What follows belongs to an exercise in optimizing a design on an open flow for small area; a production flow would make more cautious choices.
The RTL was checked by simulation tests, not by an equivalence proof against the original design.
Power is estimated from default activity; no workload was simulated.

## old
==> flow/design.v (excerpt) <==
module ws_systolic_array # (
    parameter DATA_WIDTH = 8
)
(
    input                           clk         ,
    input                           rstn        ,
    input                           i_start     ,
    input       [DATA_WIDTH-1 : 0]  i_w_col_1   ,    
    input       [DATA_WIDTH-1 : 0]  i_w_col_2   ,    
    input       [DATA_WIDTH-1 : 0]  i_w_col_3   ,    
    input       [DATA_WIDTH-1 : 0]  i_w_col_4   ,    
    input       [DATA_WIDTH-1 : 0]  i_f_row_1   ,    
    input       [DATA_WIDTH-1 : 0]  i_f_row_2   ,    
    input       [DATA_WIDTH-1 : 0]  i_f_row_3   ,    
    input       [DATA_WIDTH-1 : 0]  i_f_row_4   ,    
    output    [2*DATA_WIDTH-1 : 0]  o_p_col_1   ,    
    output    [2*DATA_WIDTH-1 : 0]  o_p_col_2   ,    
    output    [2*DATA_WIDTH-1 : 0]  o_p_col_3   ,    
    output    [2*DATA_WIDTH-1 : 0]  o_p_col_4        
);
clock: 7.5 ns
lec_check: 0
cap_margin: 0
core_margin: 2
core_utilization: 55
gpl_timing_driven: 0
slew_margin: 0
synth_hierarchical: 1
synth_minimum_keep_size: 0
standard.sh (not shown) runs the stock make flow with config.mk's settings and CLKGATE_MAP_FILE= SYNTH_SCRIPT=/design/flow/synth_recipe.tcl, a recipe that flattens the netlist after the stock synthesis.
==> flow/flow/run.sh <==
#!/bin/bash
# The standard layout (standard.sh, unchanged synthesis), with two changes:
# the port buffers use the smallest buffer cell, and the clock tree is built
# without dummy loads.  make's output goes to standard.log.
set -euo pipefail
cd "$(dirname "$0")/.."
bash standard.sh \
  "BUFFER_PORTS_ARGS=-buffer_cell sky130_fd_sc_hd__buf_1" \
  "CTS_ARGS=-sink_clustering_enable -repair_clock_nets -dont_use_dummy_load -buf_list sky130_fd_sc_hd__clkbuf_4 -sink_clustering_size 9 -sink_clustering_max_diameter 45" \
  finish > standard.log 2>&1
Modified inputs, new compared to old
--- a/flow/design.v
+++ b/flow/design.v
@@ -19,27 +19,26 @@
     input   a,
     input   b,
     output  y
 );
     assign y = ~(a ^ b);
 endmodule
 module processing_element # (
-    parameter DATA_WIDTH = 8,
-    parameter USE_SH     = 1         
+    parameter DATA_WIDTH = 8
 )
 (
     input       [4*DATA_WIDTH-1 : 0]    i_fmap  ,    
     input       [4*DATA_WIDTH-1 : 0]    i_weight,    
     input                   [3 : 0]     i_en    ,    
     input                   [3 : 0]     i_sh    ,    
     input                               i_clr   ,    
     output      [2*DATA_WIDTH-1 : 0]    o_sum
 );
     wire [255:0] pp;
-    wire [3:0]   en = USE_SH ? (i_en & i_sh) : i_en;
+    wire [3:0]   en = i_en & i_sh;
     wire [31:0]  fg = i_fmap & {{8{en[3]}}, {8{en[2]}}, {8{en[1]}}, {8{en[0]}}};
     genvar gr, gi, gj;
     generate for (gr = 0; gr < 4; gr = gr + 1) begin : g_r
         for (gi = 0; gi < 8; gi = gi + 1) begin : g_i
             for (gj = 0; gj < 8; gj = gj + 1) begin : g_j
                 pp_cell u_pp (.a(fg[gr*8 + gi]), .b(i_weight[gr*8 + gj]), .y(pp[gr*64 + gi*8 + gj]));
             end
@@ -947,21 +946,21 @@
     assign tap[1][2] = r_f1[4];
     assign tap[1][3] = r_f1[5];
     assign tap[1][4] = r_f1[6];
     reg     [3 : 0]     r_live;                  
     always @ (posedge clk)
         r_live <= live_nx;
     wire    [3 : 0]     sh [1:4];                
-    assign sh[1] = 4'b1111;                  
+    assign sh[1] = 4'b1111;
     assign sh[2] = {r_shf[0], r_shf[1], r_shf[2], r_shf[3]};
     assign sh[3] = {r_shf[1], r_shf[2], r_shf[3], r_shf[4]};
     assign sh[4] = {r_shf[2], r_shf[3], r_shf[4], r_shf[5]};
     genvar gc;
     generate for (gc = 1; gc <= 4; gc = gc + 1) begin : g_col
-        processing_element # (.DATA_WIDTH(DW), .USE_SH(gc > 1)) u_mac (
+        processing_element # (.DATA_WIDTH(DW)) u_mac (
             .i_fmap   ({tap[4][gc], tap[3][gc], tap[2][gc], tap[1][gc]}),
             .i_weight ({r_w[4][gc], r_w[3][gc], r_w[2][gc], r_w[1][gc]}),
             .i_en     (r_live),
             .i_sh     (sh[gc]),
             .i_clr    (z),
             .o_sum    (sum[gc])
         );
Results
new against old: area used by multi-input combinational logic now larger; global-route usage has increased; highest ir drop seen on vdd now sits lower.
Register fraction of the total cell area essentially unchanged between old and new.
Total power sits lower in new than in old.
Delta (new minus old): register-to-register slack now sits lower; worst slack at placement now sits higher; wire length now sits higher; met3 routing resource usage after global routing now sits higher.

* * *

Setup of job 101:
RTL: one of the versions met above, not the one the previous note started from.
Size: ~2700 cells after synthesis, about 350 flip-flops, roughly 130 I/O pins.
// ws_systolic_array
module ws_systolic_array # (
    parameter DATA_WIDTH = 8
)
(
    input                           clk         ,
    input                           rstn        ,
    input                           i_start     ,
    input       [DATA_WIDTH-1 : 0]  i_w_col_1   ,    
    input       [DATA_WIDTH-1 : 0]  i_w_col_2   ,    
    input       [DATA_WIDTH-1 : 0]  i_w_col_3   ,    
    input       [DATA_WIDTH-1 : 0]  i_w_col_4   ,    
    input       [DATA_WIDTH-1 : 0]  i_f_row_1   ,    
    input       [DATA_WIDTH-1 : 0]  i_f_row_2   ,    
    input       [DATA_WIDTH-1 : 0]  i_f_row_3   ,    
    input       [DATA_WIDTH-1 : 0]  i_f_row_4   ,    
    output    [2*DATA_WIDTH-1 : 0]  o_p_col_1   ,    
    output    [2*DATA_WIDTH-1 : 0]  o_p_col_2   ,    
    output    [2*DATA_WIDTH-1 : 0]  o_p_col_3   ,    
    output    [2*DATA_WIDTH-1 : 0]  o_p_col_4        
);
    localparam DW = DATA_WIDTH;
    reg                 r_load;
    reg     [1 : 0]     r_cnt;
    always @ (posedge clk) begin
        if (!rstn) begin
            r_load <= 1'b0;
            r_cnt  <= 2'd0;
        end else if (r_load) begin
            r_cnt  <= r_cnt + 1'b1;
            if (r_cnt == 2'd3) r_load <= 1'b0;
        end else if (i_start) begin
            r_load <= 1'b1;
        end
    end
    wire z = r_load | ~rstn;     
    reg     [2 : 0]     r_clr;
    reg     [5 : 0]     r_shf;
    reg                 r_wok;
    wire    [2 : 0]     clr_nx = {r_clr[1:0], 1'b1} & {3{~z}};
    wire    [5 : 0]     shf_nx = !rstn ? 6'd0 : (r_load ? r_shf : {r_shf[4:0], 1'b1});
    wire                wok_nx = rstn & (r_wok | r_load);
  ...
clock: 7.5 ns
lec_check: 0
cap_margin: 20
core_margin: 2
core_utilization: 40
gpl_timing_driven: 0
slew_margin: 20
synth_hierarchical: 1
synth_minimum_keep_size: 0
==> flow/flow/run.sh <==
#!/bin/bash
# The standard layout (standard.sh, unchanged synthesis), with two changes:
# the port buffers use the smallest buffer cell, and the clock tree is built
# without dummy loads.  make's output goes to standard.log.
set -euo pipefail
cd "$(dirname "$0")/.."
bash standard.sh \
  "BUFFER_PORTS_ARGS=-buffer_cell sky130_fd_sc_hd__buf_1" \
  "CTS_ARGS=-sink_clustering_enable -repair_clock_nets -dont_use_dummy_load -buf_list sky130_fd_sc_hd__clkbuf_8 -sink_clustering_size 16 -sink_clustering_max_diameter 60" \
  finish > standard.log 2>&1
#### Input delta (job 102 over job 101)
--- a/flow/design.v
+++ b/flow/design.v
@@ -21,29 +21,27 @@
     output  y
 );
     assign y = ~(a ^ b);
 endmodule
 module processing_element # (
     parameter DATA_WIDTH = 8
 )
 (
     input       [4*DATA_WIDTH-1 : 0]    i_fmap  ,    
     input       [4*DATA_WIDTH-1 : 0]    i_weight,    
     input                   [3 : 0]     i_en    ,    
-    input                   [3 : 0]     i_sh    ,    
     input                               i_clr   ,    
     output      [2*DATA_WIDTH-1 : 0]    o_sum
 );
     wire [255:0] pp;
-    wire [3:0]   en = i_en & i_sh;
-    wire [31:0]  fg = i_fmap & {{8{en[3]}}, {8{en[2]}}, {8{en[1]}}, {8{en[0]}}};
+    wire [31:0]  fg = i_fmap & {{8{i_en[3]}}, {8{i_en[2]}}, {8{i_en[1]}}, {8{i_en[0]}}};
     genvar gr, gi, gj;
     generate for (gr = 0; gr < 4; gr = gr + 1) begin : g_r
         for (gi = 0; gi < 8; gi = gi + 1) begin : g_i
             for (gj = 0; gj < 8; gj = gj + 1) begin : g_j
                 pp_cell u_pp (.a(fg[gr*8 + gi]), .b(i_weight[gr*8 + gj]), .y(pp[gr*64 + gi*8 + gj]));
             end
         end
     end endgenerate
     wire t0;
     wire t1;
     fa_cell u2 (.a(pp[0]), .b(pp[64]), .c(pp[128]), .s(t0), .co(t1));
@@ -938,37 +936,35 @@
     assign tap[3][2] = r_f3[2];
     assign tap[3][3] = r_f3[3];
     assign tap[3][4] = r_f3[4];
     assign tap[2][1] = r_f2[2];
     assign tap[2][2] = r_f2[3];
     assign tap[2][3] = r_f2[4];
     assign tap[2][4] = r_f2[5];
     assign tap[1][1] = r_f1[3];
     assign tap[1][2] = r_f1[4];
     assign tap[1][3] = r_f1[5];
     assign tap[1][4] = r_f1[6];
-    reg     [3 : 0]     r_live;                  
-    always @ (posedge clk)
-        r_live <= live_nx;
-    wire    [3 : 0]     sh [1:4];                
-    assign sh[1] = 4'b1111;
-    assign sh[2] = {r_shf[0], r_shf[1], r_shf[2], r_shf[3]};
-    assign sh[3] = {r_shf[1], r_shf[2], r_shf[3], r_shf[4]};
-    assign sh[4] = {r_shf[2], r_shf[3], r_shf[4], r_shf[5]};
+    reg     [3 : 0]     r_en [1:4];              
+    always @ (posedge clk) begin
+        r_en[1] <= live_nx;
+        r_en[2] <= live_nx & {shf_nx[0], shf_nx[1], shf_nx[2], shf_nx[3]};
+        r_en[3] <= live_nx & {shf_nx[1], shf_nx[2], shf_nx[3], shf_nx[4]};
+        r_en[4] <= live_nx & {shf_nx[2], shf_nx[3], shf_nx[4], shf_nx[5]};
+    end
     genvar gc;
     generate for (gc = 1; gc <= 4; gc = gc + 1) begin : g_col
         processing_element # (.DATA_WIDTH(DW)) u_mac (
             .i_fmap   ({tap[4][gc], tap[3][gc], tap[2][gc], tap[1][gc]}),
             .i_weight ({r_w[4][gc], r_w[3][gc], r_w[2][gc], r_w[1][gc]}),
-            .i_en     (r_live),
-            .i_sh     (sh[gc]),
+            .i_en     (r_en[gc]),
             .i_clr    (z),
             .o_sum    (sum[gc])
         );
     end endgenerate
     reg   [2*DW-1 : 0]  r_p [1:4];
     always @ (posedge clk) begin
         for (c = 1; c <= 4; c = c + 1)
             r_p[c] <= sum[c];
     end
     assign o_p_col_1 = r_p[1];
     assign o_p_col_2 = r_p[2];
Notes after the runs:
Looking at leakage component of the power, job 102 sits 0.15 nW lower than job 101 does. | non-clock buffer count | lower: job 102 |. r_p[3][15]$_DFF_P_ as the worst setup path endpoint was reported by job 102, and r_p[1][15]$_DFF_P_ by job 101. Where worst hold slack is concerned, job 101 is outperformed by job 102. Job 102 ends up with lower worst setup slack than job 101 does. Fraction of the cycle the final worst path needs up 0.17 points in job 102 wrt job 101. The sequential share of layout area in job 102 sits 0.54 points above the value recorded for job 101. Changes observed in job 102 relative to job 101: global-route met1 utilization went up by 0.44 points, die area went up by 0.92%, number of vias in the routed layout went down by about 1%, post-route standard cell area excluding fillers was more or less identical.

-- afterwards: timing with drivers on the ports --
The results above use ideal ports. As a check the final layouts listed here were re-extracted and re-timed, cells and wires unchanged.
Step 1, drivers: a clkbuf_16 drives clk and a buf_2 each remaining input, both assumed.
Step 2 adds t to the input delays and takes it off the output delays; t is the mean of the earliest and latest rising clock arrival at the registers after step 1. Input paths then give back, and output paths get back, about the clock's delay inside the block.
Three values: ideal ports, drivers, drivers and shift; two values: the first two.
run	t, ns	setup slack, ns	slew at the worst register clock pin (ns)
old	0.901	0.245 / 0.245 / -0.080	0.10 / 0.10
new	0.849	0.199 / 0.199 / -0.410	0.10 / 0.10
job 101	0.703	0.246 / 0.246 / -0.248	0.10 / 0.10
job 102	0.715	0.233 / 0.233 / -0.260	0.10 / 0.10
Met with ideal ports but missed after step 2: setup timing in every run listed. The setup slack of new, which loses most, moves by 0.000 ns with the drivers and by -0.609 ns with both steps.
